Background: an optimization exercise with open tools, aiming at small area. Do not read the settings as production practice.
Only simulation tests tie the RTL to the original design; equivalence was not proved.

juniper:
==> flow/design.v (excerpt) <==
module fp_dot4 (
    input  wire         clk,
    input  wire         rst,
    input  wire         in_valid,
    input  wire [127:0] a,
    input  wire [127:0] b,
    output wire         out_valid,
    output wire [31:0]  result
);
    localparam LATENCY = 5;
    wire [163:0] ms;
    reg  [163:0] ms_r;
    wire [127:0] prod;
    reg  [127:0] prod_r;
    wire [38:0]  st01, st23, st;
    reg  [38:0]  st01_r, st23_r, st_r;
    wire [31:0]  sum01, sum23;
    reg  [31:0]  sum01_r, sum23_r;
    reg  [LATENCY-1:0] valid_pipe;
    genvar i;
    generate
        for (i = 0; i < 4; i = i + 1) begin : mul
            mul_front mf (.A(a[32*i+31:32*i]), .B(b[32*i+31:32*i]), .MS(ms[41*i+40:41*i]));
            mul_back  mb (.MS(ms_r[41*i+40:41*i]), .result(prod[32*i+31:32*i]));
        end
    endgenerate
    add_front af01 (.A(prod_r[31:0]),  .B(prod_r[63:32]),  .St(st01));
  ...
clock: 11.0 ns
lec_check: 0
cap_margin: 20
core_margin: 2
core_utilization: 68
place_density: 0.78
slew_margin: 20
synth_hierarchical: 1
synth_minimum_keep_size: 0
standard.sh (not shown) runs the stock make flow with config.mk's settings and CLKGATE_MAP_FILE= SYNTH_SCRIPT=/design/flow/synth_recipe.tcl, a recipe that flattens the netlist after the stock synthesis.
==> flow/flow/run.sh <==
#!/bin/bash
# The standard layout (the standard.sh: ORFS from synthesis to the final
# layout), with two ORFS options the standard layout leaves at their
# defaults:
#  - the port buffers are sky130_fd_sc_hd__buf_1 instead of the delay cell
#    buffer_ports picks by default (the resizer still upsizes them where
#    timing or slew needs it);
#  - after synthesis, flow/downsize.tcl sets combinational cells to drive
#    strength 1 (ORFS's POST_SYNTH_TCL hook), leaving sizing to the resizer.
# make's full output goes to standard_make.log in this folder; each ORFS step
# also keeps its own log under orfs/logs/.
set -euo pipefail
export BUFFER_PORTS_ARGS="-buffer_cell sky130_fd_sc_hd__buf_1"
export POST_SYNTH_TCL="$PWD/flow/downsize.tcl"
bash standard.sh > standard_make.log 2>&1
==> flow/flow/downsize.tcl <==
# Sourced by ORFS's synth_odb step (POST_SYNTH_TCL), after the synthesised
# netlist is loaded: every combinational cell that synthesis mapped to a
# drive strength above 1 goes back to the drive-1 cell of the same function
# and pins (ABC sizes gates for loads it only guesses at). Flip-flops, clock
# cells and tie cells keep theirs. The resizer in the later steps sizes up
# again where slew, capacitance or timing need it.
set db [ord::get_db]
set n 0
foreach inst [[ord::get_db_block] getInsts] {
  set name [[$inst getMaster] getName]
  if {![regexp {^(sky130_fd_sc_hd__[a-z0-9]+)_([0-9]+)$} $name -> base drive]} { continue }
  if {$drive <= 1} { continue }
  if {[regexp {dfxtp|dfrtp|dfstp|clk|conb|lpflow|probe|tap|fill|decap|dlygate|dlymetal} $base]} { continue }
  set nm [$db findMaster ${base}_1]
  if {$nm eq "NULL"} { continue }
  if {[catch {$inst swapMaster $nm} err]} { puts "downsize: kept $name ([$inst getName]): $err"; continue }
  incr n
}
puts "downsize: $n instances set to drive strength 1"
[inputs] cedar vs juniper
==> flow/run.sh (new file) <==
#!/bin/bash
# synth_recipe.tcl (not shown) runs the flow's synth.tcl, then flattens the netlist and writes it again
# the make line also repeats each setting of config.mk as NAME=value (left out here)
make -C /OpenROAD-flow-scripts/flow DESIGN_CONFIG=/design/flow/config.mk WORK_HOME=/design/flow/orfs CLKGATE_MAP_FILE= SYNTH_SCRIPT=/design/flow/synth_recipe.tcl finish
removed: flow/flow/run.sh
removed: flow/flow/downsize.tcl
removed: flow/standard.sh
--- outcome ---
- juniper leaves more setup margin than cedar.
- The final antenna diode count of cedar falls short of that of juniper by 10.
- juniper ended up with register to register as its critical setup path kind; cedar ended up with register to output port.
For onyx, these inputs were changed with respect to cedar:
- a change of CAP_MARGIN from 20 to 5
- a change of SLEW_MARGIN from 20 to 5
[summary]
- Going from cedar to onyx, cell area about even, buffer share of cell area about even, worst setup slack fell 16 ps, fraction of area in clock buffers and inverters about even.
- onyx: no failed stages, no open violations at the end
- The number of standard cells in the final layout excluding fillers on cedar is in line with that on onyx.

==> afterwards: timing with drivers on the ports <==
Ports are ideal in the flow. The routed layouts listed here were re-timed in OpenROAD. Step 1, drivers: a clkbuf_16 drives clk and a buf_2 each remaining input, both assumed. Step 2 moves the port delays by t, midway between the first and last clock arrival at a register: inputs arrive t later, outputs are due t later. That takes back most of the time a late clock gives input paths. Slacks: ideal ports / drivers / drivers and shift; pairs: ideal ports / drivers.
run	t (ns)	slack for setup (ns)	worst register clock-pin slew, ns	worst slew at a driven data input, ns	pins driven straight from the clock port
juniper	0.726	0.606 / 0.606 / 0.045	0.07 / 0.07	0.19	1
cedar	0.737	0.546 / 0.467 / 0.003	0.08 / 0.08	0.09	1
onyx	0.737	0.529 / 0.451 / -0.041	0.08 / 0.08	0.09	1
With both steps, setup timing fails in onyx, where it was met with ideal ports. The setup slack of onyx, which loses most, moves by -0.078 ns with the drivers and by -0.570 ns with both steps.
